This is an optimization exercise on Yosys and OpenROAD, whose aim is small area, not a production implementation.
In this exercise RTL edits were held to simulation tests only and were not proved equivalent to the original.
Power and IR drop assume default switching activity.

==> flow/design.v, too long to show whole: its modules and the start of the top module <==
// module usb3_crc_cw: 15 lines
// module usb3_crc_hp: 162 lines
// module usb3_crc_hprx: 157 lines
// module usb3_crc_dpptx: 278 lines
// module usb3_link: 1678 lines
module usb3_link (
input	wire			local_clk,
input	wire			reset_n,
input	wire	[4:0]	ltssm_state,
input	wire			ltssm_hot_reset,
output	reg				ltssm_go_disabled,
output	reg		[2:0]	ltssm_go_u,
output	reg				ltssm_go_recovery,
input	wire	[31:0]	in_data,
input	wire	[3:0]	in_datak,
input	wire			in_active,
output	reg		[31:0]	outp_data,
output	reg		[3:0]	outp_datak,
output	reg				outp_active,
input	wire			out_stall,
input	wire	[1:0]	endp_mode_rx,
input	wire	[1:0]	endp_mode_tx,
input	wire	[6:0]	dev_addr,
output	reg				prot_rx_tp,
output	reg				prot_rx_tp_hosterr,
output	reg				prot_rx_tp_retry,
output	reg				prot_rx_tp_pktpend,
output	reg		[3:0]	prot_rx_tp_subtype,
output	reg		[3:0]	prot_rx_tp_endp,
output	reg		[4:0]	prot_rx_tp_nump,
output	reg		[4:0]	prot_rx_tp_seq,
output	reg		[15:0]	prot_rx_tp_stream,
output	reg				prot_rx_dph,
output	reg				prot_rx_dph_eob,
output	reg				prot_rx_dph_setup,
output	reg				prot_rx_dph_pktpend,
output	reg		[3:0]	prot_rx_dph_endp,
output	reg		[4:0]	prot_rx_dph_seq,
output	reg		[15:0]	prot_rx_dph_len,
output	reg				prot_rx_dpp_start,
output	reg				prot_rx_dpp_done,
output	reg				prot_rx_dpp_crcgood,
input	wire			prot_tx_tp_a,
input	wire			prot_tx_tp_a_retry,
input	wire			prot_tx_tp_a_dir,
input	wire	[3:0]	prot_tx_tp_a_subtype,
input	wire	[3:0]	prot_tx_tp_a_endp,
input	wire	[4:0]	prot_tx_tp_a_nump,
input	wire	[4:0]	prot_tx_tp_a_seq,
input	wire	[15:0]	prot_tx_tp_a_stream,
output	reg				prot_tx_tp_a_ack,
input	wire			prot_tx_tp_b,
input	wire			prot_tx_tp_b_retry,
input	wire			prot_tx_tp_b_dir,
input	wire	[3:0]	prot_tx_tp_b_subtype,
input	wire	[3:0]	prot_tx_tp_b_endp,
input	wire	[4:0]	prot_tx_tp_b_nump,
input	wire	[4:0]	prot_tx_tp_b_seq,
input	wire	[15:0]	prot_tx_tp_b_stream,
output	reg				prot_tx_tp_b_ack,
input	wire			prot_tx_tp_c,
input	wire			prot_tx_tp_c_retry,
input	wire			prot_tx_tp_c_dir,
input	wire	[3:0]	prot_tx_tp_c_subtype,
input	wire	[3:0]	prot_tx_tp_c_endp,
input	wire	[4:0]	prot_tx_tp_c_nump,
input	wire	[4:0]	prot_tx_tp_c_seq,
input	wire	[15:0]	prot_tx_tp_c_stream,
output	reg				prot_tx_tp_c_ack,
input	wire			prot_tx_dph,
input	wire			prot_tx_dph_eob,
input	wire			prot_tx_dph_dir,
input	wire	[3:0]	prot_tx_dph_endp,
input	wire	[4:0]	prot_tx_dph_seq,
input	wire	[15:0]	prot_tx_dph_len,
output	reg				prot_tx_dpp_ack,
output	reg				prot_tx_dpp_done,
output	reg		[8:0]	buf_in_addr,
output	reg		[31:0]	buf_in_data,
output	reg				buf_in_wren,
input	wire			buf_in_ready,
output	reg				buf_in_commit,
output	reg		[10:0]	buf_in_commit_len,
input	wire			buf_in_commit_ack,
output	reg		[9:0]	buf_out_addr,
input	wire	[31:0]	buf_out_q,
input	wire	[10:0]	buf_out_len,
input	wire			buf_out_hasdata,
output	reg				buf_out_arm,
input	wire			buf_out_arm_ack,
output	reg				err_lbad,
output	reg				err_lbad_recv,
output	reg				err_stuck_hpseq,
output	reg				err_lcmd_undefined,
output	reg				err_lcrd_mismatch,
output	reg				err_lgood_order,
output	reg				err_lgood_missed,
output	reg				err_pending_hp,
output	reg				err_credit_hp,
  // ...
==> flow/flow/run.sh <==
#!/bin/bash
# Own layout flow: the standard layout (standard.sh) with one change to
# synthesis. The synthesis is ORFS's synth.tcl run through synth_recipe.tcl as
# the standard flow runs it, except that the ABC technology-mapping step uses
# flow/area.abc (area-recovering mapping, no speed-driven buffering) instead of
# ORFS's abc_speed.script. Flip-flops are mapped by dfflibmap before ABC runs,
# so the registers, their names and their cell types are the standard ones.
# Each tool's output goes to its own log in this folder.
set -euo pipefail
W=$(pwd)

# synth.tcl with the ABC call replaced
sed 's|^  log_cmd abc {\*}\$abc_args$|  log_cmd abc -script '"$W"'/flow/area.abc {*}$lib_args {*}$lib_dont_use_args|' \
  "$FLOW_HOME/scripts/synth.tcl" > "$W/area_synth.tcl"
grep -q 'flow/area.abc' "$W/area_synth.tcl"
# The standard flow's synthesis wrapper, sourcing that synth.tcl
sed 's|source \$::env(SCRIPTS_DIR)/synth.tcl|source '"$W"'/area_synth.tcl|' \
  "$W/synth_recipe.tcl" > "$W/area_synth_recipe.tcl"
grep -q 'area_synth.tcl' "$W/area_synth_recipe.tcl"

# synthesis into the folder standard.sh uses, then the standard flow from there
make -C "$FLOW_HOME" DESIGN_CONFIG="$W/config.mk" WORK_HOME="$W/orfs" CLKGATE_MAP_FILE= \
  SYNTH_SCRIPT="$W/area_synth_recipe.tcl" synth > "$W/synth.log" 2>&1
# clock tree: sink clusters of up to 25 flip-flops under one clkbuf_16, and no
# dummy loads (they only balance an already small skew)
export CTS_ARGS="-sink_clustering_enable -repair_clock_nets -dont_use_dummy_load -sink_clustering_size 25 -sink_clustering_max_diameter 100 -buf_list sky130_fd_sc_hd__clkbuf_16"
# every input and output port still gets its own buffer, the smallest one
export BUFFER_PORTS_ARGS="-buffer_cell sky130_fd_sc_hd__buf_1"
bash "$W/standard.sh" > "$W/layout.log" 2>&1
test -f "$W/out/final.def"
==> flow/flow/area.abc <==
strash
dc2
&get -n
&st
&dch
&nf
&put
strash
&get -n
&st
&dc2
&syn2
&dch -f
&nf -a
&put
strash
&get -n
&st
&dc2
&syn2
&dch -f
&nf -a
&put
==> flow/standard.sh <==
#!/bin/bash
# synth_recipe.tcl (not shown) runs the flow's synth.tcl, then flattens the netlist and writes it again
# the make line also repeats each setting of config.mk as NAME=value (left out here)
make -C /OpenROAD-flow-scripts/flow DESIGN_CONFIG=/design/flow/config.mk WORK_HOME=/design/flow/orfs CLKGATE_MAP_FILE= SYNTH_SCRIPT=/design/flow/synth_recipe.tcl "${@:-finish}"
==> flow/config.mk <==
export PLATFORM = sky130hd
export DESIGN_NAME = usb3_link
export DESIGN_NICKNAME = usb3_link
export VERILOG_FILES = /design/flow/design.v
export SDC_FILE = /design/flow/constraint.sdc
export NUM_CORES = 4
export LEC_CHECK = 0
export CAP_MARGIN = 10
export CORE_MARGIN = 2
export CORE_UTILIZATION = 55
export SLEW_MARGIN = 10
==> flow/constraint.sdc <==
create_clock -name core_clock -period 8.0 [get_ports {local_clk}]
set_input_delay 1.6000 -clock core_clock [delete_from_list [all_inputs] [get_ports {local_clk}]]
set_output_delay 1.6000 -clock core_clock [all_outputs]
set_load 0.01 [all_outputs]
==> flow_metrics.py, run 1 <==
metrics = {
    "grt": {
        "antenna_found_initial": 16,
        "grt-ovfl-total": 0,
        "busiest_layer": "met1",
    },
    "run_status": {
        "outcome": "complete, no violations",
    },
    "yosys": {
        "yosys.cell_types.count": 71,
        "syn_area_um2": 60300,
        "yosysWarningCount": 4,
        "synth_compound_area_share_pct": 13.1,
        "yosysTopAreaCell": "edfxtp_1",
        "async_flop_share_pct": 1.07,
    },
    "clock_tree": {
        "cts_buffers": 72,
        "cts_root_buf": "clkbuf_16",
        "path_clk_slew_ns": 0.10,
        "clock_path_buffers": 3,
        "cts_num_sinks": 1490,
        "clock_latency_ns": 0.68,
    },
    "floorplan": {
        "die-height_um": 335,
        "rows": 121,
    },
    "finish": {
        "finalNonFillerCells": 7310,
        "finalNetCount": 6237,
        "nNonClkBuffers": 518,
        "multiInputGateArea_um2": 23500,
        "drive_gt1_share_pct": 4.45,
    },
    "sta": {
        "skew_ns": 0.0786,
        "hold_violations": 0,
        "tns_ns": 0,
        "tightest_slew_ns": 1.21,
    },
    "route": {
        "m1WireLength_um": 80200,
        "dr_wl_met2_um": 74700,
        "route.detailed.drc": 0,
        "routed_wl_um": 173000,
        "dr_total_vias": 43700,
    },
    "setup_path": {
        "rrSetupSlack_ns": 2.24,
        "critPathCapture": "out_data[9]",
        "criticalPathCategory": "reg2reg",
        "crit_cells": 12,
    },
    "power_and_ir_drop": {
        "p_seq_w": 0.00867,
        "leakagePower_nw": 22.8,
        "powerDensity_nw_per_um2": 314,
        "top_power_group": "sequential cells",
        "power_w": 0.0208,
        "max-vdd-ir-drop_uv": 569,
    },
    "min_path": {
        "worstHoldPathType": "reg2reg",
    },
    "placement": {
        "dpl_cell_area_um2": 64500,
        "dp_hpwl_um": 122000,
    },
}
==> run 2: changes to the inputs <==
--- a/flow/design.v
+++ b/flow/design.v
@@ -921,16 +921,56 @@
 	if(i[10:3] == LCMD_LGOOD_0[10:3])	lcmd_dec = {LC_LGOOD, i[2:0]};
 	else if(i[10:2] == LCMD_LCRD_A[10:2])	lcmd_dec = {LC_LCRD, 1'b0, i[1:0]};
 	else if(i[10:2] == LCMD_LGO_U1[10:2])	lcmd_dec = {LC_LGO, 1'b0, i[1:0]};
 	else if(i == LCMD_LPMA)	lcmd_dec = {LC_LPMA, 3'd0};
 	else if(i == LCMD_LRTY)	lcmd_dec = {LC_LRTY, 3'd0};
 	else if(i == LCMD_LBAD)	lcmd_dec = {LC_LBAD, 3'd0};
 	else					lcmd_dec = {LC_OTHER, 3'd0};
 endfunction
+function	[8:0]	lfsr_pend;	 
+	input	[8:0]	s;
+	lfsr_pend = {s[7:0], s[8] ^ s[4]};
+endfunction
+localparam	[8:0]	PEND_S0 = 9'h1, PEND_SLIM = 9'h10f;	 
+function	[9:0]	lfsr_pme;	 
+	input	[9:0]	s;
+	lfsr_pme = {s[8:0], s[9] ^ s[6]};
+endfunction
+localparam	[9:0]	PME_S0 = 10'h1, PME_SLIM = 10'ha2;	 
+function	[10:0]	lfsr_u0l;	 
+	input	[10:0]	s;
+	lfsr_u0l = {s[9:0], s[10] ^ s[8]};
+endfunction
+localparam	[10:0]	U0L_S0 = 11'h1, U0L_SLIM = 11'h19a;	 
+function	[11:0]	lfsr_pcfg;	 
+	input	[11:0]	s;
+	lfsr_pcfg = {s[10:0], s[11] ^ s[5] ^ s[3] ^ s[0]};
+endfunction
+localparam	[11:0]	PCFG_S0 = 12'h1, PCFG_SLIM = 12'hd32;	 
+function	[14:0]	lfsr_u2lo;	 
+	input	[14:0]	s;
+	lfsr_u2lo = {s[13:0], s[14] ^ s[13]};
+endfunction
+localparam	[14:0]	U2LO_S0 = 15'h1, U2LO_SLIM = 15'h2e5d;	 
+function	[16:0]	lfsr_u0r;	 
+	input	[16:0]	s;
+	lfsr_u0r = {s[15:0], s[16] ^ s[13]};
+endfunction
+localparam	[16:0]	U0R_S0 = 17'h1, U0R_SLIM = 17'h12718;	 
+function	[19:0]	lfsr_cred;	 
+	input	[19:0]	s;
+	lfsr_cred = {s[18:0], s[19] ^ s[16]};
+endfunction
+localparam	[19:0]	CRED_S0 = 20'h1, CRED_SLIM = 20'h5d4af;	 
+function	[24:0]	lfsr_dc;	 
+	input	[24:0]	s;
+	lfsr_dc = {s[23:0], s[24] ^ s[21] ^ (s[23:0] == 24'h0)};
+endfunction
+localparam	[24:0]	DC_S0 = 25'h0, DC_S1 = 25'h1;	 
 	reg		[2:0]	send_state;
 parameter	[2:0]	LINK_SEND_RESET		= 'd0,
 					LINK_SEND_IDLE		= 'd1,
 					LINK_SEND_CMDW_0	= 'd2,
 					LINK_SEND_HP_RTY	= 'd3,
 					LINK_SEND_HP_0		= 'd4,
 					LINK_SEND_HP_1		= 'd5,
 					LINK_SEND_HP_2		= 'd6;
@@ -1006,17 +1046,17 @@
 					WR_HP_3			= 'd5,
 					WR_HP_4			= 'd6,
 					WR_HP_5			= 'd7;
 	reg		[4:0]	ltssm_last;
 	reg				ltssm_stored_init;	 
 	reg				ltssm_changed  ;
 	reg				ltssm_go_recovery_1;
 	reg		[2:0]	ltssm_go_u_1;
-	reg		[1:0]	dc;		 
+	reg		[24:0]	dc;
 	reg		[10:0]	u0l_timeout;			 
 	reg		[16:0]	u0_recovery_timeout;	 
 	reg		[7:0]	u2_timeout_hi;			 
 	reg		[14:0]	u2_timeout_lo;			 
 	reg		[8:0]	pending_hp_timer;		 
 	reg		[19:0]	credit_hp_timer;		 
 	reg		[7:0]	link_error_count;
 	reg				force_linkpm_accept;
@@ -1173,103 +1213,103 @@
 	buf_out_arm <= 0;
 	buf_in_ready_1 <= buf_in_ready;
 	prot_rx_tp <= 0;
 	prot_rx_dph <= 0;
 	prot_tx_tp_a_ack <= 0;
 	prot_tx_tp_b_ack <= 0;
 	prot_tx_tp_c_ack <= 0;
 	prot_tx_dpp_ack <= 0;
-	if(in_data == 32'h0 && !dc[1]) dc<=dc+1'b1;
+	if(in_data == 32'h0) dc <= lfsr_dc(dc);
 	rc<=rc+1'b1;
 	sc<=sc+1'b1;
 	remote_rx_cred_count_inc <= 0;
 	remote_rx_cred_count_dec <= 0;
 	remote_rx_cred_count <= remote_rx_cred_count + 
 							(remote_rx_cred_count_inc ? 1 : 0) - 
 							(remote_rx_cred_count_dec ? 1 : 0);
 	if(ltssm_last != ltssm_state) begin
 		ltssm_changed <= 1;
 		ltssm_stored_init <= (ltssm_last == LT_POLLING_IDLE || ltssm_last == LT_HOTRESET_EXIT);
 	end	
 	if(ltssm_go_recovery & ~ltssm_go_recovery_1) begin
 		link_error_count<=link_error_count+1'b1;
 	end
 	case(ltssm_state)
 	LT_U0: begin
-		pending_hp_timer<=pending_hp_timer+1'b1;
-		credit_hp_timer<=credit_hp_timer+1'b1;
-		pm_entry_timer<=pm_entry_timer+1'b1;
+		pending_hp_timer <= lfsr_pend(pending_hp_timer);
+		credit_hp_timer <= lfsr_cred(credit_hp_timer);
+		pm_entry_timer <= lfsr_pme(pm_entry_timer);
 		ux_exit_timer<=ux_exit_timer+1'b1;
-		port_config_timeout<=port_config_timeout+1'b1;
-		if(u0l_timeout != T_U0L_TIMEOUT) 	 
-			u0l_timeout<=u0l_timeout+1'b1;
-		if(u0_recovery_timeout != T_U0_RECOVERY)	 
-			u0_recovery_timeout<=u0_recovery_timeout+1'b1;
-		if(u0l_timeout == T_U0L_TIMEOUT) begin
+		port_config_timeout <= lfsr_pcfg(port_config_timeout);
+		if(u0l_timeout != U0L_SLIM) 	 
+			u0l_timeout <= lfsr_u0l(u0l_timeout);
+		if(u0_recovery_timeout != U0R_SLIM)	 
+			u0_recovery_timeout <= lfsr_u0r(u0_recovery_timeout);
+		if(u0l_timeout == U0L_SLIM) begin
 			tx_queue_lup <= 1;
-			u0l_timeout <= 0;
+			u0l_timeout <= U0L_S0;
 		end
-		if(u0_recovery_timeout == T_U0_RECOVERY) begin
+		if(u0_recovery_timeout == U0R_SLIM) begin
 			ltssm_go_recovery <= 1;
 		end
 		u2_timeout_hi <= 0;
-		u2_timeout_lo <= 0;
-		if(remote_rx_cred_count == 4) credit_hp_timer <= 0;
-		if(credit_hp_timer == T_CREDIT_HP) begin
-			credit_hp_timer <= T_CREDIT_HP;
+		u2_timeout_lo <= U2LO_S0;
+		if(remote_rx_cred_count == 4) credit_hp_timer <= CRED_S0;
+		if(credit_hp_timer == CRED_SLIM) begin
+			credit_hp_timer <= CRED_SLIM;
 			if(wr_hp_state == WR_HP_IDLE) begin
 				err_credit_hp <= 1;
 				ltssm_go_recovery <= 1;
 			end
 		end
-		if(remote_rx_cred_count == 4 && recv_u0_adv) pending_hp_timer <= 0;
-		if(pending_hp_timer == T_PENDING_HP) begin
-			pending_hp_timer <= T_PENDING_HP;
+		if(remote_rx_cred_count == 4 && recv_u0_adv) pending_hp_timer <= PEND_S0;
+		if(pending_hp_timer == PEND_SLIM) begin
+			pending_hp_timer <= PEND_SLIM;
 			if(wr_hp_state == WR_HP_IDLE) begin
 				err_pending_hp <= 1;
 				ltssm_go_recovery <= 1;
 			end
 		end
-		if(!pm_waiting_for_ack) pm_entry_timer <= 0;
-		if(pm_entry_timer == T_PM_ENTRY) begin
-			pm_entry_timer <= T_PM_ENTRY;
+		if(!pm_waiting_for_ack) pm_entry_timer <= PME_S0;
+		if(pm_entry_timer == PME_SLIM) begin
+			pm_entry_timer <= PME_SLIM;
 			if(pm_waiting_for_ack) begin
 				ltssm_go_u[2] <= 1'b1;
 				pm_waiting_for_ack <= 0;
 			end
 		end
-		if(recv_port_cmdcfg == 2'b11) port_config_timeout <= 0;
-		if(port_config_timeout == T_PORT_CONFIG) begin
-			port_config_timeout <= T_PORT_CONFIG;
+		if(recv_port_cmdcfg == 2'b11) port_config_timeout <= PCFG_S0;
+		if(port_config_timeout == PCFG_SLIM) begin
+			port_config_timeout <= PCFG_SLIM;
 			if(recv_port_cmdcfg != 2'b11) begin
 				ltssm_go_disabled <= 1;
 			end
 		end
 	end
 	LT_U1: begin
 		if(u2_timeout_hi < T_PORT_U2_TIMEOUT) begin
-			if(u2_timeout_lo == 15'd31999) begin
-				u2_timeout_lo <= 0;
+			if(u2_timeout_lo == U2LO_SLIM) begin
+				u2_timeout_lo <= U2LO_S0;
 				u2_timeout_hi<=u2_timeout_hi+1'b1;
 			end else
-				u2_timeout_lo<=u2_timeout_lo+1'b1;
+				u2_timeout_lo <= lfsr_u2lo(u2_timeout_lo);
 		end
-		if(u2_timeout_hi == T_PORT_U2_TIMEOUT && u2_timeout_lo == 0)
+		if(u2_timeout_hi == T_PORT_U2_TIMEOUT && u2_timeout_lo == U2LO_S0)
 			ltssm_go_u[2:0] <= {1'b1, 2'd2};
 	end
 	default: begin  
-		u0l_timeout <= 0;
-		u0_recovery_timeout <= 0;
-		pending_hp_timer <= 0;
-		credit_hp_timer <= 0;
+		u0l_timeout <= U0L_S0;
+		u0_recovery_timeout <= U0R_S0;
+		pending_hp_timer <= PEND_S0;
+		credit_hp_timer <= CRED_S0;
 		pm_lc_timer <= 0;
-		pm_entry_timer <= 0;
+		pm_entry_timer <= PME_S0;
 		ux_exit_timer <= 0;
-		port_config_timeout <= 0;
+		port_config_timeout <= PCFG_S0;
 		ltssm_go_disabled <= 0;
 	end
 	endcase
 	if(ltssm_state != LT_U0) begin
 		recv_u0_adv <= 0;
 		sent_u0_adv <= 0;
 		sent_u0_portcap <= 0;
 	end
@@ -1293,17 +1333,17 @@
 				queue_send_u0_portcap <= 1;
 				recv_port_cmdcfg <= 2'h0;
 			end else begin
 			end
 			queue_send_u0_adv <= 1;
 			tx_cred_idx <= 0;  
 			rx_cred_idx <= 0;  
 			remote_rx_cred_count <= 0;
-			dc <= 0;
+			dc <= DC_S0;
 			force_linkpm_accept <= 0;
 			pm_waiting_for_ack <= 0;
 			tx_queue_lup <= 0;
 			tx_queue_lcred <= 0;
 			tx_queue_lgood <= 0;
 			tx_queue_open <= 1;
 			tx_lcmd_act <= 0;
 			tx_lcmd_queue <= 0;  
@@ -1327,17 +1367,17 @@
 	in_link_command_act <= 0;
 	case(recv_state)
 	LINK_RECV_RESET: begin
 		recv_state <= LINK_RECV_IDLE;
 	end
 	LINK_RECV_IDLE: begin
 		if(ltssm_state == LT_U0 && in_active) begin
 			if({in_data, in_datak} == {32'hFEFEFEF7, 4'b1111}) begin
-				u0_recovery_timeout <= 0;
+				u0_recovery_timeout <= U0R_S0;
 				recv_state <= LINK_RECV_CMDW_0;
 			end
 			if({in_data, in_datak} == {32'hFBFBFBF7, 4'b1111}) begin
 				rc <= 0;
 				recv_state <= LINK_RECV_HP_0;
 			end
 		end
 	end
@@ -1402,18 +1442,18 @@
 			end
 			{LC_LCRD, 3'd2, 1'b1}: begin 
 				remote_rx_cred_count_inc <= 1;
 				rx_cred_idx<=rx_cred_idx+1'b1;
 			end
 			{LC_LCRD, 3'd3, 1'b1}: begin 
 				remote_rx_cred_count_inc <= 1;
 				rx_cred_idx<=rx_cred_idx+1'b1;
-				pending_hp_timer <= 0;
-				credit_hp_timer <= 0;
+				pending_hp_timer <= PEND_S0;
+				credit_hp_timer <= CRED_S0;
 				recv_u0_adv <= 1;
 				expect_state <= LINK_EXPECT_IDLE;
 			end
 			endcase 
 		end
 	end
 	endcase
 	case(read_dpp_state)
@@ -1598,33 +1638,33 @@
 	endcase
 	if(rx_lcmd_act) begin
 		if(rx_lcmd[5:3] == LC_LGOOD && sent_u0_adv && recv_u0_adv) begin
 			if(ack_tx_hdr_seq_num != rx_lcmd[2:0]) begin
 				err_lgood_order <= 1;
 				ltssm_go_recovery <= 1;
 			end else begin
 				ack_tx_hdr_seq_num<=ack_tx_hdr_seq_num+1'b1;
-				pending_hp_timer <= 0;
+				pending_hp_timer <= PEND_S0;
 			end
 		end else
 		if(rx_lcmd[5:3] == LC_LCRD && sent_u0_adv && recv_u0_adv) begin
 			if(remote_rx_cred_count > 3) begin
 				err_lcrd_mismatch <= 1;
 				ltssm_go_recovery <= 1;
 			end else if(tx_cred_idx != rx_lcmd[1:0]) begin
 				err_lcrd_mismatch <= 1;
 				ltssm_go_recovery <= 1;
 			end else if (0) begin  
 				err_lgood_missed <= 1;
 				ltssm_go_recovery <= 1;
 			end else begin
 				tx_cred_idx<=tx_cred_idx+1'b1;
 				remote_rx_cred_count_inc <= 1;
-				credit_hp_timer <= 0;
+				credit_hp_timer <= CRED_S0;
 			end
 		end else
 		if(rx_lcmd[5:3] == LC_LGO) begin
 			ltssm_go_u[1:0] <= rx_lcmd[1:0];
 			if(local_rx_cred_count < 4 && !force_linkpm_accept) begin  
 				tx_lcmd_v <= lc7(LCMD_LXU);
 			end else begin
 				tx_lcmd_v <= lc7(LCMD_LAU);	 
@@ -1644,17 +1684,17 @@
 			rty_tx_hdr_seq_num <= ack_tx_hdr_seq_num;
 			err_lbad_recv <= 1;
 		end
 	end
 	case(queue_state)
 	LINK_QUEUE_RESET: queue_state <= LINK_QUEUE_IDLE;
 	LINK_QUEUE_IDLE: begin
 		qc <= 0;
-		if(queue_send_u0_adv && (recv_u0_adv||1) && dc > 1) begin
+		if(queue_send_u0_adv && (recv_u0_adv||1) && dc != DC_S0 && dc != DC_S1) begin
 			queue_state <= LINK_QUEUE_HDR_SEQ_AD;
 			queue_send_u0_adv <= 0;
 		end else if( send_state == LINK_SEND_IDLE && !tx_hp_do) begin 
 			if(queue_send_u0_portcap && sent_u0_adv) begin
 				queue_state <= LINK_QUEUE_PORTCAP;
 				queue_send_u0_portcap <= 0;
 			end else
 			if(!sent_u0_adv || !recv_u0_adv) begin
@@ -1849,17 +1889,17 @@
 			tx_lcmd_v <= lc7(LCMD_LUP);
 			send_state <= LINK_SEND_CMDW_0;
 		end
 	end
 	LINK_SEND_CMDW_0: begin
 		if(wr_lcmd_state != WR_LCMD_0) begin
 			tx_lcmd_latch_v <= tx_lcmd_v;
 			wr_lcmd_state <= WR_LCMD_0;
-			u0l_timeout <= 0;
+			u0l_timeout <= U0L_S0;
 			send_state <= LINK_SEND_IDLE;
 		end
 	end
 	LINK_SEND_HP_RTY: begin
 		out_header_pkt_pick <= tx_cred_idx;
 		send_state <= LINK_SEND_HP_1;
 	end
 	LINK_SEND_HP_0: begin
@@ -2119,30 +2159,30 @@
 		rd_lcmd_state <= 0;
 		wr_lcmd_state <= 0;
 		wr_hp_state <= 0;
 		ltssm_last <= 0;
 		ltssm_stored_init <= 0;
 		ltssm_changed <= 0;
 		ltssm_go_recovery_1 <= 0;
 		ltssm_go_u_1 <= 0;
-		dc <= 0;
-		u0l_timeout <= 0;
-		u0_recovery_timeout <= 0;
+		dc <= DC_S0;
+		u0l_timeout <= U0L_S0;
+		u0_recovery_timeout <= U0R_S0;
 		u2_timeout_hi <= 0;
-		u2_timeout_lo <= 0;
-		pending_hp_timer <= 0;
-		credit_hp_timer <= 0;
+		u2_timeout_lo <= U2LO_S0;
+		pending_hp_timer <= PEND_S0;
+		credit_hp_timer <= CRED_S0;
 		link_error_count <= 0;
 		force_linkpm_accept <= 0;
 		pm_lc_timer <= 0;
-		pm_entry_timer <= 0;
+		pm_entry_timer <= PME_S0;
 		ux_exit_timer <= 0;
 		pm_waiting_for_ack <= 0;
-		port_config_timeout <= 0;
+		port_config_timeout <= PCFG_S0;
 		T_PORT_U2_TIMEOUT <= 0;
 		tx_hdr_seq_num <= 0;
 		last_hdr_seq_num <= 0;
 		ack_tx_hdr_seq_num <= 0;
 		rty_tx_hdr_seq_num <= 0;
 		rx_hdr_seq_num <= 0;
 		rx_hdr_seq_ignore <= 0;
 		local_rx_cred_count <= 0;
==> flow/config.mk (replaced) <==
export PLATFORM = sky130hd
export DESIGN_NAME = usb3_link
export DESIGN_NICKNAME = usb3_link
export VERILOG_FILES = /design/flow/design.v
export SDC_FILE = /design/flow/constraint.sdc
export NUM_CORES = 4
export LEC_CHECK = 0
export CAP_MARGIN = 0
export CORE_MARGIN = 2
export CORE_UTILIZATION = 55
export SLEW_MARGIN = 0
==> run 2 against run 1 <==
Still clean. Core utilization up 0.058 points. Non-clock buffer count down 3. Global-route usage up 0.13 points. Die area up 0.45%. Sequential power about the same. Clock-buffer cell count unchanged. Critical endpoint is now out_data[22]. Largest cell class unchanged. Largest power group unchanged.
==> flow_metrics.py, run 2 <==
metrics = {
    "setup_path": {
        "cp_top_family": "XOR/XNOR gates",
        "end_kind": "flip-flop",
        "crit_path_start": "out_dpp_length_remain_1[0]",
        "r2r_cells": 14,
        "rr_startpoint": "out_dpp_length_remain_1[0]",
        "worst_setup_path_start_kind": "flip-flop",
        "max_stage_delay_ns": 0.73,
        "path_cells": "clkinv_1 > ha_1 > nand2b_1 > nand2_1 > o22ai_1 > a21oi_1 > xnor2_1 > xnor2_1 > xor2_1 > xnor2_1 > a22oi_1 > nor2_1 > o41ai_1 > a21oi_1",
        "slowest_stage": "ha_1",
        "criticalPathCategory": "reg2reg",
        "path_buf_inv": 1,
        "crit_top_cell": "xnor2_1",
        "worstPathRequired_ns": 8.53,
        "critPathMaxFanout": 18,
        "arrival_ns": 6.98,
        "crit_cells": 14,
    },
    "floorplan": {
        "core_um2": 109000,
        "rows": 121,
        "start_util_pct": 55.5,
        "die_w_um": 336,
        "io_pins": 438,
        "die_area_um2": 113000,
        "die-height_um": 336,
    },
    "yosys": {
        "synth_seq_cells": 1513,
        "yosysTopAreaCell": "edfxtp_1",
        "synth-edff-count": 642,
        "yosysWarningCount": 4,
        "syn_area_um2": 60500,
        "yosysTopAreaCellShare_pct": 31.8,
        "syn_inst": 5239,
        "synth_common_cells": "dfxtp_1 (855), edfxtp_1 (642), nor2_1 (539), nand2_1 (464), xnor2_1 (403)",
        "synthFlopType": "dfxtp_1",
        "avgSynthCellArea_um2": 11.6,
        "yosys.cell_types.count": 72,
        "synth.area.top_cells": "edfxtp_1 (32%), dfxtp_1 (28%), xnor2_1 (5.8%), nor2_1 (3.3%), o21ai_0 (2.9%)",
        "yosysSeqAreaShare_pct": 60.8,
        "async_flop_share_pct": 1.06,
        "synth.most_common_cell": "dfxtp_1",
    },
    "sta": {
        "period_share_pct": 80.6,
        "period_minus_slack_ns": 6.45,
        "tightest_slew_ns": 1.33,
        "skew_ns": 0.0679,
        "tns_ns": 0,
        "fmax_mhz": 155,
        "slew_headroom_pct": 10.5,
        "rsz0062_at_grt": "false",
        "setup_violations": 0,
        "hold_slack_ns": 0.325,
        "hold_violations": 0,
        "maxSlewViolCount": 0,
        "setup_ws_ns": 1.55,
    },
    "run_status": {
        "outcome": "complete, no violations",
    },
    "placement": {
        "io_buffers": 415,
        "gp_congestion": 0.980,
        "dpl_cell_area_um2": 64700,
        "place_ws_ns": 1.79,
        "dp_hpwl_um": 123000,
    },
    "route": {
        "routed_wl_um": 174000,
        "wire_per_inst_um": 24.1,
        "top_layer_used": "met5",
        "drt-initial-drc-count": 4796,
        "drtPass1Iterations": 10,
        "dr_total_vias": 43600,
        "antenna_left": 0,
        "dr_wl_met2_um": 75700,
        "m1WireLength_um": 79900,
        "routed-wl-met3_um": 14400,
        "route.detailed.drc": 0,
        "routed_via_density": 6.02,
    },
    "finish": {
        "final_cell_mix": "dfxtp_1 (855), edfxtp_1 (642), nor2_1 (532), nand2_1 (462), buf_1 (414)",
        "design_area_um2": 66500,
        "finalNetCount": 6156,
        "fin_util_pct": 61.0,
        "layout_commonest_cell": "dfxtp_1",
        "drive_gt1_share_pct": 4.70,
        "area_delta_synth_final_pct": 9.90,
    },
    "clock_tree": {
        "ctsResizeCount": 0,
        "htree_levels": 3,
        "cts_tree": "yes",
        "cts_root_buf": "clkbuf_16",
        "clock_latency_ns": 0.69,
        "clock_path_buffers": 3,
        "cts_num_sinks": 1513,
        "cts_hold_buf": 0,
        "cts_setup_buffers": 0,
        "cts_buffers": 72,
        "path_clk_slew_ns": 0.10,
    },
    "grt": {
        "grt_pass1_wl_um": 258000,
        "antenna_found_initial": 11,
        "grt-ovfl-total": 0,
        "grt_max_degree": 107,
        "grt_use_total_pct": 30.4,
        "grt_pass1_vias": 40500,
    },
    "min_path": {
        "worstHoldPathType": "reg2reg",
        "hold_depth": 0,
        "hp-start": "in_data_4[14]",
    },
    "power_and_ir_drop": {
        "power_frac_comb_pct": 36.3,
        "powerDensity_nw_per_um2": 297,
        "leakagePower_nw": 22.7,
        "p_sw_w": 0.00688,
        "max-vdd-ir-drop_uv": 562,
        "p_clk_share_pct": 19.7,
        "swShare_pct": 34.8,
        "pwr-share-seq_pct": 44.0,
        "intPower_w": 0.0129,
    },
    "job": {
        "drv_cap": 0,
    },
}
[run 2: per-stage QoR]
stage / std cells / power (W)
2_1_floorplan: 5240 / 0.0138
3_3_place_gp: 7166 / 0.0158
3_5_place_dp: 7166 / 0.0159
4_1_cts: 7238 / 0.0197
5_1_grt: 7239 / 0.0205
6_report: 7239 / 0.0198
[run 2: worst paths after layout]
path                             endpoint  slack [ns]
min in group asynchronous  iu3chptx.q[13]        0.49
max                          out_data[22]        1.55
max in group asynchronous   iu3chptx.q[8]        7.48
min                         in_data_5[14]        0.33
max reg2reg                  out_data[22]        1.55
min reg2reg                 in_data_5[14]        0.33
[run 2: layout make-up]
cell class / count / area, um2
Fill cell: 9016 / 42500
Antenna cell: 1 / 2.50
Sequential cell: 1513 / 36800
Tap cell: 1414 / 1770
Multi-Input combinational cell: 3611 / 23400
Clock buffer: 72 / 1800
Timing Repair Buffer: 515 / 2320
Inverter: 113 / 433
[run 2: cell families (layout without fill, tap and decap cells)]
kind of cell	count (synthesis)	in the layout	share of synthesized area [%]
compound gates	1190	1190	12.3
flops	1513	1513	60.8
other cells	1	3	0.00619
xor+xnor	602	602	8.76
mux	122	122	3.23
simple gates	1608	1608	12.3
buf+inv	116	700	0.738
fa+ha+maj	87	87	1.81
[run 2: power groups by stage]
stage | combinational [W] | sequential, W | clock [W]
global placement | 0.00700 | 0.00885 | 0
CTS | 0.00707 | 0.00867 | 0.00399
detailed placement | 0.00703 | 0.00885 | 0
floorplan | 0.00505 | 0.00871 | 0
global route | 0.00758 | 0.00870 | 0.00426
finish | 0.00718 | 0.00869 | 0.00390
[run 2: metal layers]
layer,global-route usage [%],vias up
li1,-,20200
met1,46.4,21300
met2,45.4,1788
met3,4.91,226
met4,6.85,8
met5,0,-
==> run 3: changes to the inputs <==
--- a/flow/flow/run.sh
+++ b/flow/flow/run.sh
@@ -3,5 +3,6 @@
 # synthesis. The synthesis is ORFS's synth.tcl run through synth_recipe.tcl as
 # the standard flow runs it, except that the ABC technology-mapping step uses
-# flow/area.abc (area-recovering mapping, no speed-driven buffering) instead of
+# flow/area.abc (AIG restructuring with &deepsyn for at most 60 s, then
+# area-recovering mapping, no speed-driven buffering) instead of
 # ORFS's abc_speed.script. Flip-flops are mapped by dfflibmap before ABC runs,
 # so the registers, their names and their cell types are the standard ones.
--- a/flow/flow/area.abc
+++ b/flow/flow/area.abc
@@ -3,4 +3,5 @@
 &get -n
 &st
+&deepsyn -T 60
 &dch
 &nf
==> run 3 against run 2 <==
First-iteration DRC count is 19% lower. Via count is 2.6% lower. Maximum frequency is 4.2% higher. Highest routed layer unchanged. Non-clock buffer count is 7 higher. Global-route usage is 0.54 points higher.
==> flow_metrics.py, run 3 <==
metrics = {
    "run_status": {
        "outcome": "complete, no violations",
    },
    "sta": {
        "maxSlewViolCount": 0,
        "setup_violations": 0,
        "hold_violations": 0,
        "rsz0062_at_grt": "false",
        "hold_slack_ns": 0.274,
        "fmax_mhz": 162,
        "period_share_pct": 77.3,
        "tightest_slew_ns": 1.22,
        "slew_headroom_pct": 17.9,
        "skew_ns": 0.0827,
        "tns_ns": 0,
        "period_minus_slack_ns": 6.19,
    },
    "setup_path": {
        "crit_top_cell": "xnor2_1",
        "arrival_ns": 6.67,
        "rr_startpoint": "out_dpp_length_remain_1[0]",
        "criticalPathCategory": "reg2reg",
        "r2r_end": "out_data[1]",
        "r2r_cells": 15,
        "end_kind": "flip-flop",
        "max_stage_delay_ns": 0.70,
        "path_cells": "clkinv_1 > ha_1 > nand2b_1 > nand2_1 > o22ai_1 > a21oi_1 > xnor2_1 > xnor2_1 > xnor2_1 > xnor2_1 > o221ai_1 > a21oi_1 > a211oi_1 > a2111oi_0 > a211oi_1",
        "critPathMaxFanout": 20,
        "rrSetupSlack_ns": 1.81,
        "slowest_stage": "a21oi_1",
        "worstPathRequired_ns": 8.48,
        "worst_setup_path_start_kind": "flip-flop",
    },
    "floorplan": {
        "rows": 120,
        "core_um2": 107000,
        "die_area_um2": 110000,
        "io_pins": 438,
        "start_util_pct": 55.3,
        "die_w_um": 332,
        "die-height_um": 332,
    },
    "clock_tree": {
        "cts_hold_buf": 0,
        "cts_buffers": 72,
        "cts_num_sinks": 1513,
        "clock_path_buffers": 3,
        "cts_tree": "yes",
        "cts_root_buf": "clkbuf_16",
        "cts_setup_buffers": 0,
        "ctsResizeCount": 0,
        "htree_levels": 3,
        "path_clk_slew_ns": 0.09,
        "clock_latency_ns": 0.67,
    },
    "yosys": {
        "syn_inst": 5081,
        "async_flop_share_pct": 1.06,
        "synth.most_common_cell": "dfxtp_1",
        "syn_area_um2": 59100,
        "synthFlopType": "dfxtp_1",
        "yosysTopAreaCell": "edfxtp_1",
        "synth.area.top_cells": "edfxtp_1 (33%), dfxtp_1 (29%), xnor2_1 (6.1%), nor2_1 (3.1%), nand2_1 (3.0%)",
        "yosysWarningCount": 4,
        "yosysSeqAreaShare_pct": 62.2,
        "synth_seq_cells": 1513,
        "yosys.cell_types.count": 68,
        "avgSynthCellArea_um2": 11.6,
        "yosysTopAreaCellShare_pct": 32.6,
        "synth_common_cells": "dfxtp_1 (855), edfxtp_1 (642), nor2_1 (496), nand2_1 (474), xnor2_1 (414)",
        "synth-edff-count": 642,
    },
    "grt": {
        "grt_pass1_vias": 40900,
        "grt_use_total_pct": 30.9,
        "grt_pass1_wl_um": 258000,
        "grt-ovfl-total": 0,
        "grt_max_degree": 65,
        "antenna_found_initial": 9,
    },
    "route": {
        "drtPass1Iterations": 8,
        "dr_total_vias": 42400,
        "routed_via_density": 5.99,
        "route.detailed.drc": 0,
        "antenna_left": 0,
        "routed_wl_um": 173000,
        "drt-initial-drc-count": 3906,
        "wire_per_inst_um": 24.5,
    },
    "finish": {
        "area_delta_synth_final_pct": 10.2,
        "finalNetCount": 6005,
        "fill_cells": 8973,
        "drive_gt1_share_pct": 3.95,
        "layout_commonest_cell": "dfxtp_1",
        "final_cell_mix": "dfxtp_1 (855), edfxtp_1 (642), nor2_1 (488), nand2_1 (472)",
    },
    "min_path": {
        "whs_endpoint": "in_data_5[2]",
        "hold_depth": 0,
        "hp-start": "in_data_4[2]",
        "worstHoldPathType": "reg2reg",
    },
    "power_and_ir_drop": {
        "leakagePower_nw": 23.1,
        "max-vdd-ir-drop_uv": 381,
        "powerDensity_nw_per_um2": 325,
    },
    "placement": {
        "dp_hpwl_um": 122000,
        "io_buffers": 415,
        "gp_congestion": 1.01,
    },
    "job": {
        "drv_cap": 0,
    },
}
## run 3: cell count changes after synthesis, moves of 18 or more
cell      before  now
nor2_1       539  496
a222oi_1      20   39
a22o_1        15  115
o21ai_0      353  230
a211oi_1      59   32
a22oi_1      114   54
o22a_1         5   23
a211o_1       25    4
o22ai_1       62  157
nor2b_1       88   43
mux2i_1       56   76
mux4_2        58    0
## run 3: worst max path at each step
stage	start	cells after the start	slack, ns	end
after global placement	out_dpp_length_remain_1[0]	15	2.10	out_data[1]
after CTS	out_dpp_length_remain_1[0]	15	2.07	out_data[1]
after detailed placement	out_dpp_length_remain_1[0]	15	2.12	out_data[1]
after floorplan	in_active	2	1.40	ihw0_d[0]
final	out_dpp_length_remain_1[0]	15	1.81	out_data[1]
after global routing	out_dpp_length_remain_1[0]	15	1.51	out_data[1]
## run 3: kinds of logic after synthesis
group	after synthesis	synth area share, %
DFF	1513	62.2
and+or+nand+nor	1483	11.4
AOI/OAI and AO/OA	1186	13.3
xor gates and xnor gates	612	9.06
buffers and inverters	120	0.781
adders and majority gates	87	1.85
muxes	79	1.34
other	1	0.00634
## run 3: per-layer routing
| layer | global-route usage, % | up-vias | share of wire (%) |
|---|---|---|---|
| met4 | 11.6 | 4 | 3.9 |
| met2 | 53.4 | 1592 | 49 |
| li1 | - | 19700 | - |
| met3 | 4.40 | 328 | 6.5 |
| met1 | 39.5 | 20800 | 40 |
| met5 | 0 | - | 0.016 |
## run 3: layout make-up
class / instances / area (um2) / area share (%)
inverters: 117 / 444 / 0.682
flip-flops and latches: 1513 / 36800 / 56.5
diodes: 3 / 7.51 / 0.0115
clock buffers: 72 / 1800 / 2.77
repair buffers: 522 / 2360 / 3.63
well taps: 1403 / 1760 / 2.69
multi-input cells: 3449 / 22000 / 33.7
## run 3: power by group
group          switching, W  internal (W)
clock network       0.00229       0.00162
registers          0.000328       0.00849
logic               0.00493       0.00349
total               0.00755        0.0136
## run 3: stage by stage
stage	instance area (um2)	util (%)	power (W)	instances	setup slack, ns
after detailed placement	63400	59.3	0.0171	7004	2.12
after global routing	65200	60.9	0.0220	7076	1.51
after global placement	63400	59.3	0.0172	7004	2.10
final	65200	61.0	0.0212	7079	1.81
after CTS	65200	60.9	0.0210	7076	2.07
after floorplan	59200	-	0.0148	5082	1.40
## run 3: worst max-delay path: cells and delay by family, from the launching register on
| family | cells | cell delay, ns |
|---|---|---|
| adder cells (fa/ha/maj) | 1 | 0.64 |
| flip-flops | 1 | 0.62 |
| AO/OA/AOI/OAI | 7 | 1.83 |
| buffers and inverters | 1 | 0.35 |
| XOR/XNOR | 4 | 1.48 |
| AND/OR/NAND/NOR | 2 | 1.10 |
==> run 4: changes to the inputs <==
--- a/flow/flow/run.sh
+++ b/flow/flow/run.sh
@@ -3,6 +3,6 @@
 # synthesis. The synthesis is ORFS's synth.tcl run through synth_recipe.tcl as
 # the standard flow runs it, except that the ABC technology-mapping step uses
-# flow/area.abc (AIG restructuring with &deepsyn for at most 60 s, then
-# area-recovering mapping, no speed-driven buffering) instead of
+# flow/area.abc (AIG restructuring with &deepsyn, twice for at most 120 s,
+# and area-recovering mapping, no speed-driven buffering) instead of
 # ORFS's abc_speed.script. Flip-flops are mapped by dfflibmap before ABC runs,
 # so the registers, their names and their cell types are the standard ones.
==> flow/flow/area.abc (replaced) <==
strash
dc2
&get -n
&st
&deepsyn -T 120
&dch
&nf
&put
strash
&get -n
&st
&dc2
&syn2
&dch -f
&nf -a
&put
strash
&get -n
&st
&dc2
&syn2
&dch -f
&nf -a
&put
strash
&get -n
&st
&deepsyn -T 120
&dch -f
&nf -a
&put
==> run 4 against run 3 <==
Maximum frequency rose by 11%. Sequential cell count unchanged. Critical path depth is 1 lower. Synthesized cell count down 5.8%. Critical path type unchanged. Die area fell by 1.7%. Sequential share of layout area up 0.98 points. Global-route usage is 0.17 points lower. Still clean. Non-clock buffer count decreased by 11. Total power increased by 2.7%.
==> flow_metrics.py, run 4 <==
metrics = {
    "placement": {
        "gp_congestion": 0.983,
        "dp_hpwl_um": 119000,
        "io_buffers": 415,
        "place_ws_ns": 2.66,
    },
    "clock_tree": {
        "path_clk_slew_ns": 0.09,
        "htree_levels": 3,
        "cts_buffers": 71,
        "clock_path_buffers": 3,
        "ctsResizeCount": 0,
        "cts_hold_buf": 0,
        "cts_setup_buffers": 0,
        "cts_root_buf": "clkbuf_16",
        "cts_tree": "yes",
        "cts_num_sinks": 1513,
        "clock_latency_ns": 0.67,
    },
    "floorplan": {
        "core_um2": 105000,
        "io_pins": 438,
        "die_area_um2": 108000,
        "start_util_pct": 55.3,
        "die-height_um": 329,
        "rows": 119,
        "die_w_um": 329,
    },
    "yosys": {
        "synth.area.top_cells": "edfxtp_1 (33%), dfxtp_1 (29%), xnor2_1 (5.9%), a22o_1 (3.7%), nand2_1 (2.8%)",
        "yosysSeqAreaShare_pct": 63.3,
        "synth-edff-count": 642,
        "yosysTopAreaCellShare_pct": 33.2,
        "synthFlopType": "dfxtp_1",
        "syn_inst": 4786,
        "yosys.cell_types.count": 71,
        "yosysWarningCount": 4,
        "synth_common_cells": "dfxtp_1 (855), edfxtp_1 (642), nand2_1 (434), xnor2_1 (391), nor2_1 (338)",
        "synth_seq_cells": 1513,
        "yosysTopAreaCell": "edfxtp_1",
        "syn_area_um2": 58100,
        "async_flop_share_pct": 1.06,
        "avgSynthCellArea_um2": 12.1,
        "synth.most_common_cell": "dfxtp_1",
    },
    "power_and_ir_drop": {
        "leakagePower_nw": 22.5,
        "power_frac_comb_pct": 40.4,
        "swShare_pct": 36.6,
        "powerDensity_nw_per_um2": 339,
        "p_clk_share_pct": 17.8,
        "pwr-share-seq_pct": 41.8,
        "intPower_w": 0.0138,
        "p_sw_w": 0.00794,
        "max-vdd-ir-drop_uv": 857,
    },
    "setup_path": {
        "critPathMaxFanout": 17,
        "rrSetupSlack_ns": 2.41,
        "end_kind": "flip-flop",
        "r2r_cells": 14,
        "worst_setup_path_start_kind": "flip-flop",
        "r2r_end": "out_data[1]",
        "criticalPathCategory": "reg2reg",
        "arrival_ns": 6.12,
        "worstPathRequired_ns": 8.53,
        "rr_startpoint": "out_dpp_length_remain_1[0]",
    },
    "min_path": {
        "hp-start": "in_data_5[14]",
        "worstHoldPathType": "reg2reg",
        "hold_depth": 0,
        "whs_endpoint": "in_data_6[14]",
    },
    "route": {
        "drt-initial-drc-count": 4120,
        "wire_per_inst_um": 25.2,
        "dr_total_vias": 41200,
        "drtPass1Iterations": 9,
        "routed_via_density": 6.10,
        "antenna_left": 0,
        "route.detailed.drc": 0,
        "routed_wl_um": 170000,
    },
    "finish": {
        "fill_cells": 8757,
        "layout_commonest_cell": "dfxtp_1",
        "final_cell_mix": "dfxtp_1 (855), edfxtp_1 (642), nand2_1 (434), buf_1 (414), xnor2_1 (391)",
        "fin_util_pct": 60.9,
        "finalNetCount": 5698,
        "drive_gt1_share_pct": 3.95,
        "diodes": 0,
        "area_delta_synth_final_pct": 10.2,
    },
    "sta": {
        "setup_violations": 0,
        "hold_violations": 0,
        "period_share_pct": 69.9,
        "tightest_slew_ns": 1.34,
        "setup_ws_ns": 2.41,
        "fmax_mhz": 179,
        "rsz0062_at_grt": "false",
        "period_minus_slack_ns": 5.59,
        "maxSlewViolCount": 0,
        "slew_headroom_pct": 10.6,
        "skew_ns": 0.0695,
        "tns_ns": 0,
    },
    "run_status": {
        "outcome": "complete, no violations",
    },
    "grt": {
        "grt-ovfl-total": 0,
        "grt_max_degree": 70,
        "antenna_found_initial": 6,
        "grt_pass1_vias": 39000,
        "grt_use_total_pct": 30.7,
        "grt_pass1_wl_um": 249000,
    },
    "job": {
        "drv_cap": 0,
    },
}
## run 4: kinds of logic after synthesis
logic type	share of synthesized area (%)
other	0.00645
multiplexers	0.105
AND/OR/NAND/NOR	10.5
flip-flops	63.3
buffers and inverters	0.891
adder cells (fa/ha/maj)	1.89
AO/OA/AOI/OAI	14.8
XOR/XNOR	8.51
## run 4: worst max-delay path by stage
stage,from,cells past startpoint,endpoint,slack [ns]
floorplan,in_active,5,ihz_a[0],2.15
global placement,out_dpp_length_remain_1[0],16,out_data[1],2.61
detailed placement,out_dpp_length_remain_1[0],16,out_data[1],2.66
CTS,out_dpp_length_remain_1[0],16,out_data[1],2.64
global route,out_dpp_length_remain_1[0],16,out_data[1],2.08
finish,out_dpp_length_remain_1[0],14,out_data[1],2.41
## run 4: cell type report
type                            instances  area, um2  area share, %
Tap cell                             1391       1740           2.72
Clock buffer                           71       1780           2.77
Multi-Input combinational cell       3139      20900           32.7
Sequential cell                      1513      36800           57.5
Inverter                              132        498          0.777
Timing Repair Buffer                  511       2290           3.58
## run 4: power by group through the flow
stage	logic, W	registers [W]	clock network [W]
2_1_floorplan	0.00619	0.00904	0
3_3_place_gp	0.00848	0.00922	0
3_5_place_dp	0.00848	0.00923	0
4_1_cts	0.00856	0.00906	0.00396
5_1_grt	0.00921	0.00910	0.00419
6_report	0.00877	0.00908	0.00386
## run 4: critical path, stage by stage, from the launching register on
cell and delay (ns):
edfxtp_1 0.56, clkinv_1 0.25, ha_1 0.39, nand2b_1 0.54, nand2_1 0.49, o22ai_1 0.36
nor2_1 0.24, xnor2_1 0.70, xnor2_1 0.32, xnor2_1 0.22, xnor2_1 0.48, a21oi_1 0.19
a221oi_1 0.35, nor2_1 0.09, a211oi_1 0.30
## run 4: per-stage QoR
step	cells	hold WS [ns]	total power [W]	instance area [um2]
floorplan	4787	0.310	0.0152	58100
global placement	6686	0.310	0.0177	62300
detailed placement	6686	0.312	0.0177	62300
CTS	6757	0.325	0.0216	64100
global route	6757	0.333	0.0225	64100
finish	6757	0.325	0.0217	64100
## run 4: routing by layer
metal,track usage (%),wire [um]
met3,4.15,11700
met5,0,13
met4,10.9,6120
met2,51.6,82100
met1,41.0,70200
==> run 5: changes to the inputs <==
--- a/flow/flow/run.sh
+++ b/flow/flow/run.sh
@@ -3,5 +3,5 @@
 # synthesis. The synthesis is ORFS's synth.tcl run through synth_recipe.tcl as
 # the standard flow runs it, except that the ABC technology-mapping step uses
-# flow/area.abc (AIG restructuring with &deepsyn, twice for at most 120 s,
+# flow/area.abc (AIG restructuring with &deepsyn, twice for at most 240 s,
 # and area-recovering mapping, no speed-driven buffering) instead of
 # ORFS's abc_speed.script. Flip-flops are mapped by dfflibmap before ABC runs,
==> flow/flow/area.abc (replaced) <==
strash
dc2
&get -n
&st
&deepsyn -T 240
&dch
&nf
&put
strash
&get -n
&st
&dc2
&syn2
&dch -f
&nf -a
&put
strash
&get -n
&st
&dc2
&syn2
&dch -f
&nf -a
&put
strash
&get -n
&st
&deepsyn -T 240
&dch -f
&nf -a
&put
==> run 5 against run 4 <==
Largest power group unchanged. Hold slack worse by 0.029 ns. Critical path depth stayed put. Via count is 0.33% higher. Sequential share of layout area is 0.089 points lower. Clock skew is 0.0050 ns lower. Die area hardly changed. Global-route usage is 0.31 points higher. Still clean on timing, DRC and antenna. Maximum frequency is 6.3% higher. Area after synthesis hardly changed.
==> flow_metrics.py, run 5 <==
metrics = {
    "sta": {
        "skew_ns": 0.0645,
        "rsz0062_at_grt": "false",
        "fmax_mhz": 190,
        "period_share_pct": 65.8,
        "setup_violations": 0,
        "slew_headroom_pct": 23.2,
        "hold_violations": 0,
        "period_minus_slack_ns": 5.26,
        "hold_slack_ns": 0.296,
        "tightest_slew_ns": 1.15,
        "tns_ns": 0,
        "maxSlewViolCount": 0,
    },
    "yosys": {
        "synth.most_common_cell": "dfxtp_1",
        "synth_common_cells": "dfxtp_1 (855), edfxtp_1 (642), nand2_1 (408), xnor2_1 (391), nor2_1 (330)",
        "yosysTopAreaCell": "edfxtp_1",
        "synth_seq_cells": 1513,
        "yosysSeqAreaShare_pct": 63.3,
        "avgSynthCellArea_um2": 12.1,
        "yosys.cell_types.count": 70,
        "async_flop_share_pct": 1.06,
        "synth.area.top_cells": "edfxtp_1 (33%), dfxtp_1 (29%), xnor2_1 (5.9%), a22o_1 (3.5%), nand2_1 (2.6%)",
        "syn_area_um2": 58200,
        "yosysWarningCount": 4,
        "synthFlopType": "dfxtp_1",
        "yosysTopAreaCellShare_pct": 33.1,
        "synth-edff-count": 642,
        "syn_inst": 4794,
    },
    "grt": {
        "antenna_found_initial": 4,
        "grt_use_met2_pct": 52.5,
        "grt_use_met3_pct": 3.60,
        "grt_use_met1_pct": 40.9,
        "grt_pass1_wl_um": 252000,
        "grt_use_total_pct": 31.1,
        "grt_max_degree": 58,
        "grt-ovfl-total": 0,
        "busiest_layer": "met2",
        "grt_pass1_vias": 39400,
    },
    "setup_path": {
        "arrival_ns": 5.80,
        "crit_path_start": "out_dpp_length_remain_1[0]",
        "rr_startpoint": "out_dpp_length_remain_1[0]",
        "critPathMaxFanout": 15,
        "worst_setup_path_start_kind": "flip-flop",
        "r2r_end": "out_data[7]",
        "critPathCapture": "out_data[7]",
        "end_kind": "flip-flop",
        "r2r_cells": 14,
        "criticalPathCategory": "reg2reg",
        "worstPathRequired_ns": 8.53,
        "rrSetupSlack_ns": 2.74,
    },
    "placement": {
        "dp_hpwl_um": 121000,
        "gp_congestion": 0.992,
        "io_buffers": 415,
    },
    "clock_tree": {
        "htree_levels": 3,
        "clock_latency_ns": 0.67,
        "ctsResizeCount": 0,
        "cts_buffers": 72,
        "path_clk_slew_ns": 0.10,
        "cts_root_buf": "clkbuf_16",
        "cts_hold_buf": 0,
        "cts_setup_buffers": 0,
        "clock_path_buffers": 3,
        "cts_tree": "yes",
        "cts_num_sinks": 1513,
    },
    "finish": {
        "layout_commonest_cell": "dfxtp_1",
        "drive_gt1_share_pct": 4.01,
        "final_cell_mix": "dfxtp_1 (855), edfxtp_1 (642), buf_1 (414), nand2_1 (408), xnor2_1 (391)",
        "finalNetCount": 5712,
        "seq_area_um2": 36800,
        "area_delta_synth_final_pct": 10.3,
        "fill_cells": 8825,
        "multiInputGateArea_um2": 21000,
    },
    "job": {
        "drv_cap": 0,
    },
    "min_path": {
        "hold_depth": 0,
        "hp-start": "in_data_4[6]",
        "worstHoldPathType": "reg2reg",
    },
    "route": {
        "routed_wl_um": 172000,
        "dr_total_vias": 41400,
        "antenna_left": 0,
        "drtPass1Iterations": 8,
        "routed_via_density": 6.11,
        "drt-initial-drc-count": 4382,
        "wire_per_inst_um": 25.4,
        "route.detailed.drc": 0,
    },
    "floorplan": {
        "io_pins": 438,
        "core_um2": 105000,
        "start_util_pct": 55.4,
        "die_area_um2": 108000,
        "die_w_um": 329,
        "die-height_um": 329,
        "rows": 119,
    },
    "power_and_ir_drop": {
        "max-vdd-ir-drop_uv": 552,
        "powerDensity_nw_per_um2": 329,
        "leakagePower_nw": 22.3,
    },
    "run_status": {
        "outcome": "complete, no violations",
    },
}
==> run 5: cell types whose count changed in the layout (fill, tap and decap cells not counted), sizes merged, moves of 16 or more <==
| cell | delta |
|---|---|
| o22ai | +46 |
| nand3 | +34 |
| a21oi | -31 |
| nand2 | -26 |
| o211ai | +26 |
| o31ai | +25 |
| a221oi | -22 |
| a222oi | -20 |
| a32oi | +17 |
| o21ai | -16 |
==> run 5: how the worst min path moves through the flow <==
| stage | slack [ns] | end |
|---|---|---|
| 5_1_grt | 0.29 | in_data_3[28] |
| 3_5_place_dp | 0.31 | in_data_3[20] |
| 3_3_place_gp | 0.31 | in_data_2[31] |
| 2_1_floorplan | 0.31 | in_data_2[0] |
| 4_1_cts | 0.30 | in_data_2[3] |
| 6_report | 0.30 | in_data_5[6] |
==> run 5: report_power, final <==
group          leakage, nW  switching, W  total (W)  internal [W]
logic                 8.48       0.00479    0.00808       0.00329
clock network        0.887       0.00230    0.00391       0.00162
registers             12.9      0.000475    0.00910       0.00863
total                 22.3       0.00756     0.0211        0.0135
==> run 5: worst max-delay path, cell delays in order, from the launching register on <==
cell	delay, ns
edfxtp_1	0.50
clkinv_1	0.25
ha_1	0.46
nand2_1	0.40
nand2_1	0.54
o22ai_1	0.12
a21oi_1	0.58
xnor2_1	0.34
xor2_1	0.32
xor2_1	0.39
xnor2_1	0.15
xnor2_1	0.64
nor2_1	0.08
nor4_1	0.30
nor2_1	0.07
==> run 5: stage by stage <==
| step | power, W | worst slack, ns | utilization (%) | cells | cell area [um2] |
|---|---|---|---|---|---|
| after global routing | 0.0219 | 2.52 | 61.0 | 6771 | 64100 |
| after global placement | 0.0171 | 2.54 | 59.3 | 6699 | 62300 |
| after detailed placement | 0.0171 | 2.46 | 59.3 | 6699 | 62300 |
| after floorplan | 0.0147 | 1.12 | - | 4795 | 58200 |
| after CTS | 0.0210 | 2.85 | 61.0 | 6771 | 64100 |
| final | 0.0211 | 2.74 | 61.0 | 6774 | 64100 |
==> run 5: cells by family after synthesis <==
group,share of synthesized area (%)
adder cells (fa/ha/maj),1.88
flip-flops,63.3
XOR/XNOR,8.44
buffers and inverters,0.910
other,0.00645
multiplexers,0.245
AND/OR/NAND/NOR,10.6
AO/OA/AOI/OAI,14.7
==> run 5: layout make-up <==
class / count / area share [%]
diodes: 3 / 0.0117
clock buffers: 72 / 2.81
inverters: 135 / 0.794
multi-input cells: 3144 / 32.7
flip-flops and latches: 1513 / 57.4
well taps: 1391 / 2.71
repair buffers: 516 / 3.62
==> run 5: routing by layer <==
| layer | vias up | routed length [um] |
|---|---|---|
| li1 | 19000 | - |
| met1 | 20400 | 70300 |
| met2 | 1625 | 82900 |
| met3 | 362 | 11200 |
| met4 | 0 | 7460 |
| met5 | - | 0 |

[static timing again, ports no longer ideal]
Ports are ideal in the flow. The routed layouts listed here were re-timed in OpenROAD. Step 1 sets driving cells, clkbuf_16 on the clock port and buf_2 on the other inputs (assumed; they add their load-dependent delay and slew). Step 2, shift: input delay + t, output delay - t, t = (earliest + latest rising clock arrival at the registers) / 2. This alone moves slack from input paths to output paths. Three values: ideal, step 1, step 2; two values: the first two.
| run | shift t [ns] | slack for setup (ns) | hold WS [ns] | worst setup path at the end | latest minus earliest clock arrival (ns) |
|---|---|---|---|---|---|
| run 1 | 0.729 | 2.238 / 2.238 / 2.238 | 0.297 / 0.297 / 0.297 | register to register | 0.112 / 0.112 |
| run 2 | 0.732 | 1.554 / 1.554 / 1.554 | 0.325 / 0.325 / 0.325 | register to register | 0.072 / 0.073 |
| run 3 | 0.724 | 1.814 / 1.814 / 1.814 | 0.274 / 0.274 / 0.274 | register to register | 0.124 / 0.124 |
| run 4 | 0.723 | 2.406 / 2.406 / 2.406 | 0.325 / 0.325 / 0.325 | register to register | 0.091 / 0.091 |
| run 5 | 0.727 | 2.736 / 2.736 / 2.476 | 0.296 / 0.296 / 0.296 | input to register | 0.088 / 0.088 |
After both steps every run listed still meets setup and hold. For run 5, which loses most, drivers alone change the setup slack by 0.000 ns; drivers and shift together by -0.260 ns.
